From an optimization exercise on the open Yosys and OpenROAD flow, aimed at a short achievable clock period and few clock cycles; shortcuts taken in it are not production practice.
The RTL was checked by simulation tests, not by an equivalence proof against the original design.

==> build 32: inputs <==
// CPU
module CPU (
  input clk,
  input rst,
  output [7:0] imem_addr,      
  input [31:0] imem_data,
  output [7:0] dmem_addr,      
  output [31:0] dmem_wdata,
  output dmem_we,
  input [31:0] dmem_rdata,
  output [7:0] io_addr,
  output [31:0] io_dout,
  output io_we,
  input [31:0] io_din,
  input [7:0] m_rf_addr,
  output [31:0] rf_data
);
clock: 11.0 ns
lec_check: 0
cap_margin: 40
core_margin: 2
core_utilization: 25
place_density: 0.4
setup_slack_margin: 5
slew_margin: 40
run.sh (not shown) runs the stock make flow with config.mk's settings and CLKGATE_MAP_FILE= SYNTH_SCRIPT=/design/flow/synth_recipe.tcl, a recipe that flattens the netlist after the stock synthesis.
==> inputs of build 52, as changes to build 32 <==
--- a/flow/design.v
+++ b/flow/design.v
@@ -37,30 +37,38 @@
 reg  [NQB:0]    qn;        
 reg  [W-1:0]    e_v, e_wr, e_ld, e_br;
 reg  [W*W-1:0]  e_D1, e_D2;        
 reg  [5*W-1:0]  e_rd;
 reg  [32*W-1:0] e_a, e_b, e_c;     
 reg  [W*W-1:0]  e_fa, e_fb, e_fc;  
 reg  [32*W-1:0] lr;                
+reg  [W-1:0]    w_wr;              
+reg  [5*W-1:0]  w_rd;
+reg             w_st;              
+reg  [10:0]     w_sa;
+reg  [31:0]     w_sd;
 reg  [8*W-1:0]  e_tgt;             
 reg  [8*W*W-1:0] e_tgtm;           
 reg  [W-1:0]    e_pt;              
 reg  [W*NLP-1:0] e_lph;            
 reg  [8*W-1:0]  e_pc;
 reg             m_ld;              
-reg  [10:0]     m_a, m_imm;        
+reg             m_dm, m_io;        
+reg  [10:0]     m_a;               
+reg  [11*W-1:0] m_fs;
 reg  [W-1:0]    m_fa;
 reg             s_st;              
 reg  [W-1:0]    s_slot;
-reg  [10:0]     s_a, s_imm;        
+reg  [10:0]     s_a;               
+reg  [11*W-1:0] s_fs;
 reg  [W-1:0]    s_fa;
 reg  [31:0]     s_d;
 reg  [W-1:0]    s_fd;              
 reg  [W-1:0]    s_dj;              
-localparam SBB = 2;
+localparam SBB = 3;
 localparam SB  = 1 << SBB;
 reg  [7:0]      sd_a [0:SB-1];
 reg  [31:0]     sd_d [0:SB-1];
 reg  [SBB-1:0]  sd_h;
 reg  [SBB:0]    sd_n;
 reg  [7:0]      si_a [0:SB-1];
 reg  [31:0]     si_d [0:SB-1];
@@ -93,35 +101,50 @@
   begin
     fwd = v;
     for (q = 0; q < W; q = q + 1)
       if (sel[q]) fwd = lr[32*q +: 32];
   end
 endfunction
 function [10:0] eaddr;
-  input [10:0] a, imm;
+  input [10:0] a;
+  input [11*W-1:0] fs;
   input [W-1:0] sel;
   integer q;
   begin
     eaddr = a;
     for (q = 0; q < W; q = q + 1)
-      if (sel[q]) eaddr = lr[32*q +: 11] + imm;
+      if (sel[q]) eaddr = fs[11*q +: 11];
   end
 endfunction
-wire [10:0] m_addr = eaddr(m_a, m_imm, m_fa);
-wire [10:0] s_addr = eaddr(s_a, s_imm, s_fa);
+wire [10:0] m_addr = eaddr(m_a, m_fs, m_fa);
+wire [10:0] s_addr = eaddr(s_a, s_fs, s_fa);
 wire        is_io = m_addr[10];
-reg  [31:0] dm_data;
+reg  [31:0] dm_data, fq_data;
+reg  [SB-1:0] smatch, snewer;
 reg  [SBB-1:0] sqi;
+reg          fq_hit;
 integer q35;
 always @* begin
-  dm_data = dmem_rdata;
   for (q35 = 0; q35 < SB; q35 = q35 + 1) begin
     sqi = sd_h + q35;
-    if (q35 < sd_n && sd_a[sqi] == m_addr[9:2]) dm_data = sd_d[sqi];
+    smatch[q35] = (q35 < sd_n) && (sd_a[sqi] == m_addr[9:2]);
   end
+  snewer[SB-1] = 1'b0;
+  for (q35 = SB - 2; q35 >= 0; q35 = q35 - 1)
+    snewer[q35] = snewer[q35+1] | smatch[q35+1];
+  fq_data = 32'd0;
+  fq_hit  = 1'b0;
+  for (q35 = 0; q35 < SB; q35 = q35 + 1) begin
+    sqi = sd_h + q35;
+    if (smatch[q35] && !snewer[q35]) fq_data = fq_data | sd_d[sqi];
+    fq_hit = fq_hit | smatch[q35];
+  end
+  if (w_st && !w_sa[10] && w_sa[9:2] == m_addr[9:2]) dm_data = w_sd;
+  else if (fq_hit)                                    dm_data = fq_data;
+  else                                                dm_data = dmem_rdata;
 end
 wire [31:0] ld_data = is_io ? io_din : dm_data;
 reg [32*W-1:0] oa, ob, oc;
 integer q3;
 always @*
   for (q3 = 0; q3 < W; q3 = q3 + 1) begin
     oa[32*q3 +: 32] = fwd(e_a[32*q3 +: 32], e_fa[W*q3 +: W]);
@@ -190,20 +213,20 @@
 integer q36;
 always @* begin
   sdat = fwd(s_d, s_fd);
   for (q36 = 0; q36 < W; q36 = q36 + 1)
     if (s_dj[q36]) sdat = res[32*q36 +: 32];
 end
 wire s_go  = s_st & ~|(s_slot & e_kill);
-wire sd_out = (sd_n != 0) & ~m_ld;      
-wire si_out = (si_n != 0) & ~m_ld;
-assign dmem_addr  = m_ld ? m_addr[9:2] : sd_a[sd_h];
+wire sd_out = (sd_n != 0) & ~m_dm;      
+wire si_out = (si_n != 0) & ~m_io;
+assign dmem_addr  = m_dm ? m_addr[9:2] : sd_a[sd_h];
 assign dmem_wdata = sd_d[sd_h];
 assign dmem_we    = sd_out;
-assign io_addr    = m_ld ? m_addr[7:0] : si_a[si_h];
+assign io_addr    = m_io ? m_addr[7:0] : si_a[si_h];
 assign io_dout    = si_d[si_h];
 assign io_we      = si_out;
 function [8:0] nseq;             
   input [7:0] a;
   integer q;
   reg hit;
   reg [7:0] t;
@@ -500,15 +523,15 @@
   end
   for (k5 = 0; k5 < W; k5 = k5 + 1) begin
     d1[k5]  = |D1[k5*W +: W];
     d2[k5]  = |D2[k5*W +: W];
     dep[k5] = d1[k5] | d2[k5];
   end
 end
-wire sroom = (sd_n <= SB - 2) & (si_n <= SB - 2);
+wire sroom = (sd_n <= SB - 3) & (si_n <= SB - 3);
 reg [W-1:0] xgo, ldb4, stb4;
 reg         bad;
 integer k28, j28;
 always @* begin
   xgo[0]   = xv[0] & ~(iss[0] & ~sroom);
   ldb4[0]  = 1'b0;
   stb4[0]  = 1'b0;
@@ -524,19 +547,21 @@
     if (isb[k28] && d1[k28] && d2[k28] && (D1[k28*W +: W] != D2[k28*W +: W]))
       bad = 1'b1;
     xgo[k28] = xgo[k28-1] & ~bad;
   end
 end
 function [31:0] rdreg;
   input [4:0] r;
-  integer rr;
+  integer rr, q;
   begin
     rdreg = 32'd0;
     for (rr = 1; rr < 32; rr = rr + 1)
       rdreg = rdreg | ({32{r == rr}} & rf[rr]);
+    for (q = 0; q < W; q = q + 1)
+      if (w_wr[q] && w_rd[5*q +: 5] == r) rdreg = lr[32*q +: 32];
   end
 endfunction
 function [W-1:0] efw;
   input [4:0] r;
   integer q;
   begin
     efw = {W{1'b0}};
@@ -592,27 +617,30 @@
         nfa_[W*k13 +: W] = F1[W*j13 +: W];
         nfb[W*k13 +: W]  = FB[W*j13 +: W];
         nfc[W*k13 +: W]  = F1[W*k13 +: W];
       end
     end
 end
 reg [10:0] n_ma, n_mimm, n_sa, n_simm;
+reg [11*W-1:0] n_mfs, n_sfs;
 reg [W-1:0] n_mfa, n_sfa;
 reg [31:0] n_sd;
-reg        n_mld, n_sst;
+reg        n_mld, n_sst, n_mdm, n_mio;
 reg [W-1:0] n_sslot, n_sfd, n_sdj;
 integer k14;
 always @* begin
-  n_mld = 1'b0; n_ma = 11'd0; n_mimm = 11'd0; n_mfa = {W{1'b0}};
+  n_mld = 1'b0; n_mdm = 1'b0; n_mio = 1'b0; n_ma = 11'd0; n_mimm = 11'd0; n_mfa = {W{1'b0}};
   n_sst = 1'b0; n_sa = 11'd0; n_simm = 11'd0; n_sfa = {W{1'b0}}; n_sd = 32'd0;
   n_sslot = {W{1'b0}}; n_sfd = {W{1'b0}}; n_sdj = {W{1'b0}};
   for (k14 = W - 1; k14 >= 0; k14 = k14 - 1) begin
     if (xgo[k14] && isl[k14]) begin
       n_mld   = 1'b1;
       n_ma    = V1[32*k14 +: 11] + MIMM[11*k14 +: 11];
+      n_mdm   = |F1[W*k14 +: W] | ~n_ma[10];
+      n_mio   = |F1[W*k14 +: W] | n_ma[10];
       n_mimm  = MIMM[11*k14 +: 11];
       n_mfa   = F1[W*k14 +: W];
     end
     if (xgo[k14] && iss[k14]) begin
       n_sst   = 1'b1;
       n_sa    = V1[32*k14 +: 11] + MIMM[11*k14 +: 11];
       n_simm  = MIMM[11*k14 +: 11];
@@ -620,14 +648,18 @@
       n_sd    = V2[32*k14 +: 32];
       n_sfd   = F2[W*k14 +: W];
       n_sdj   = D2[k14*W +: W];
       n_sslot = {W{1'b0}};
       n_sslot[k14] = 1'b1;
     end
   end
+  for (k14 = 0; k14 < W; k14 = k14 + 1) begin
+    n_mfs[11*k14 +: 11] = res[32*k14 +: 11] + n_mimm;
+    n_sfs[11*k14 +: 11] = res[32*k14 +: 11] + n_simm;
+  end
 end
 reg [NQB:0] xn;
 integer k29;
 always @* begin
   xn = 0;
   for (k29 = 0; k29 < W; k29 = k29 + 1)
     if (xgo[k29]) xn = k29 + 1;
@@ -659,27 +691,34 @@
     e_a  <= {32*W{1'b0}};
     e_b  <= {32*W{1'b0}};
     e_c  <= {32*W{1'b0}};
     e_fa <= {W*W{1'b0}};
     e_fb <= {W*W{1'b0}};
     e_fc <= {W*W{1'b0}};
     lr   <= {32*W{1'b0}};
+    w_wr <= {W{1'b0}};
+    w_rd <= {5*W{1'b0}};
+    w_st <= 1'b0;
+    w_sa <= 11'd0;
+    w_sd <= 32'd0;
     e_tgt <= {8*W{1'b0}};
     e_tgtm <= {8*W*W{1'b0}};
     e_pt  <= {W{1'b0}};
     e_lph <= {W*NLP{1'b0}};
     e_pc  <= {8*W{1'b0}};
     m_ld <= 1'b0;
+    m_dm <= 1'b0;
+    m_io <= 1'b0;
     m_a <= 11'd0;
-    m_imm <= 11'd0;
+    m_fs <= {11*W{1'b0}};
     m_fa <= {W{1'b0}};
     s_st <= 1'b0;
     s_slot <= {W{1'b0}};
     s_a <= 11'd0;
-    s_imm <= 11'd0;
+    s_fs <= {11*W{1'b0}};
     s_fa <= {W{1'b0}};
     s_d <= 32'd0;
     s_fd <= {W{1'b0}};
     s_dj <= {W{1'b0}};
   end else begin
     if (rdir) begin
       fa  <= rtgt;
@@ -707,29 +746,36 @@
     e_a  <= na;
     e_b  <= nb;
     e_c  <= nc;
     e_fa <= nfa_;
     e_fb <= nfb;
     e_fc <= nfc;
     lr   <= res;
+    w_wr <= e_wr & ~e_kill;
+    w_rd <= e_rd;
+    w_st <= s_go;
+    w_sa <= s_addr;
+    w_sd <= sdat;
     e_tgt <= XALT;
     for (i15 = 0; i15 < W; i15 = i15 + 1)
       for (j15 = 0; j15 < W; j15 = j15 + 1)
         e_tgtm[8*(i15*W+j15) +: 8] <= XALT[8*i15 +: 8] + j15;
     e_pt  <= xpt;
     e_lph <= XLPH;
     e_pc  <= XPC;
     m_ld <= n_mld & ~rdir;
+    m_dm <= n_mld & n_mdm;
+    m_io <= n_mld & n_mio;
     m_a <= n_ma;
-    m_imm <= n_mimm;
+    m_fs <= n_mfs;
     m_fa <= n_mfa;
     s_st <= n_sst & ~rdir;
     s_slot <= n_sslot;
     s_a <= n_sa;
-    s_imm <= n_simm;
+    s_fs <= n_sfs;
     s_fa <= n_sfa;
     s_d <= n_sd;
     s_fd <= n_sfd;
     s_dj <= n_sdj;
   end
 end
 reg [NQB-1:0] wi;
@@ -747,39 +793,39 @@
   if (rst) begin
     sd_h <= {SBB{1'b0}};
     sd_n <= {(SBB+1){1'b0}};
     si_h <= {SBB{1'b0}};
     si_n <= {(SBB+1){1'b0}};
   end else begin
     sd_h <= sd_h + sd_out;
-    sd_n <= sd_n - sd_out + (s_go & ~s_addr[10]);
+    sd_n <= sd_n - sd_out + (w_st & ~w_sa[10]);
     si_h <= si_h + si_out;
-    si_n <= si_n - si_out + (s_go & s_addr[10]);
+    si_n <= si_n - si_out + (w_st & w_sa[10]);
   end
 end
 always @(posedge clk) begin
-  if (s_go && !s_addr[10]) begin
+  if (w_st && !w_sa[10]) begin
     sqw = sd_h + sd_n[SBB-1:0];
-    sd_a[sqw] <= s_addr[9:2];
-    sd_d[sqw] <= sdat;
+    sd_a[sqw] <= w_sa[9:2];
+    sd_d[sqw] <= w_sd;
   end
-  if (s_go && s_addr[10]) begin
+  if (w_st && w_sa[10]) begin
     sqw = si_h + si_n[SBB-1:0];
-    si_a[sqw] <= s_addr[7:0];
-    si_d[sqw] <= sdat;
+    si_a[sqw] <= w_sa[7:0];
+    si_d[sqw] <= w_sd;
   end
 end
 integer i16, k16;
 always @(posedge clk or posedge rst) begin
   if (rst) begin
     for (i16 = 1; i16 < 32; i16 = i16 + 1) rf[i16] <= 32'd0;
   end else begin
     for (i16 = 1; i16 < 32; i16 = i16 + 1)
       for (k16 = 0; k16 < W; k16 = k16 + 1)
-        if (e_wr[k16] && !e_kill[k16] && e_rd[5*k16 +: 5] == i16) rf[i16] <= res[32*k16 +: 32];
+        if (w_wr[k16] && w_rd[5*k16 +: 5] == i16) rf[i16] <= lr[32*k16 +: 32];
   end
 end
 always @(posedge clk or posedge rst) begin
   if (rst) begin
     ic_v <= {NIC{1'b0}};
     pf   <= 8'd0;
   end else begin
@@ -901,18 +947,30 @@
 always @(posedge clk or posedge rst) begin
   if (rst) begin
     dw  <= {W{1'b0}};
     dwr <= {5*W{1'b0}};
     dwd <= {32*W{1'b0}};
     for (i34 = 1; i34 < 32; i34 = i34 + 1) rfd[i34] <= 32'd0;
   end else begin
-    dw  <= e_wr & ~e_kill;
-    dwr <= e_rd;
-    dwd <= res;
+    dw  <= w_wr;
+    dwr <= w_rd;
+    dwd <= lr;
     for (i34 = 1; i34 < 32; i34 = i34 + 1)
       for (k34 = 0; k34 < W; k34 = k34 + 1)
         if (dw[k34] && dwr[5*k34 +: 5] == i34) rfd[i34] <= dwd[32*k34 +: 32];
   end
 end
 wire [4:0] dbg = m_rf_addr[4:0];
-assign rf_data = (dbg == 5'd0) ? 32'd0 : rfd[dbg];
+reg  [31:0] dbu0 [0:15];
+reg  [31:0] dbu1 [0:7];
+reg  [31:0] dbu2 [0:3];
+reg  [31:0] dbu3 [0:1];
+integer r40;
+always @* begin
+  for (r40 = 0; r40 < 16; r40 = r40 + 1)
+    dbu0[r40] = dbg[4] ? rfd[r40+16] : ((r40 == 0) ? 32'd0 : rfd[r40]);
+  for (r40 = 0; r40 < 8; r40 = r40 + 1) dbu1[r40] = dbg[3] ? dbu0[r40+8] : dbu0[r40];
+  for (r40 = 0; r40 < 4; r40 = r40 + 1) dbu2[r40] = dbg[2] ? dbu1[r40+4] : dbu1[r40];
+  for (r40 = 0; r40 < 2; r40 = r40 + 1) dbu3[r40] = dbg[1] ? dbu2[r40+2] : dbu2[r40];
+end
+assign rf_data = dbg[0] ? dbu3[1] : dbu3[0];
 endmodule  
CELL_PAD_IN_SITES_GLOBAL_PLACEMENT = 2   (was unset)
PLACE_DENSITY = 0.3   (was 0.4)
==> notes.md <==
item                                                                 build 52                  build 32
Starting density of the core                                            25.0%                     25.0%
Area share of fa/ha/maj cells after synthesis                           2.30%                     2.48%
Count of warnings emitted by yosys                                         17                        45
Vertical die dimension                                                1380 um                   1320 um
Sequential element share of the synthesized area                        41.0%                     41.5%
Number of buffers created by CTS                                          952                       821
EDFF count, synth                                                        3680                      3360
RePlAce Congestion                                                       1.01                      1.13
Area of placed instances                                           0.519 mm^2                0.477 mm^2
Standard-cell rows                                                        505                       482
Area share of the largest cell type after synthesis                     23.4%                     23.4%
Compound-cell area share of the yosys netlist                           15.7%                     18.2%
Simple-Gate Fraction of Synth Area                                      10.4%                     10.2%
Sum of net half-perimeters after detailed placement                2460000 um                2250000 um
Synthesized Nets                                                        44856                     40588
Post-synthesis cell area                                           0.473 mm^2                0.431 mm^2
Result of the run                                    finished with violations    stopped before the end
Last stage reached                                                          -  global routing (5_1_grt)
Reasons for failing layout checks                          antenna violations                         -
XOR/XNOR share of the synthesized area                                  2.86%                     2.79%
Worst setup timing slack at the placement stage                       1000 ps                   1720 ps
Testbench counts of build 32, summed over its fixed seeds: cycles 18,707.
Testbench counts of build 52, summed over its fixed seeds: cycles 18,589.

==> port drivers added, routing unchanged <==
In the flow no input, the clock included, has a driving cell. The finished layout below was timed again as built, in two steps. Step 1 (the two cells are an assumption about what drives the block):
set clk [get_ports {clk}]
set_driving_cell -lib_cell sky130_fd_sc_hd__clkbuf_16 $clk
set_driving_cell -lib_cell sky130_fd_sc_hd__buf_2 [delete_from_list [all_inputs] $clk]
Step 2 times the ports against the registers' clock, not the clock port: input delays grow and output delays shrink by t, the midpoint of the rising clock arrivals with the driver on. a / b / c = ideal / step 1 / step 2; a / b = the first two.
run: build 52
t, ns: 1.518
setup WS [ns]: 3.922 / 3.922 / 3.640
worst setup path after step 2: input to register
latest minus earliest clock arrival (ns): 0.164 / 0.164
cell pins on the clock port's net: 1
For build 52, drivers alone change the setup slack by 0.000 ns; drivers and shift together by -0.282 ns.
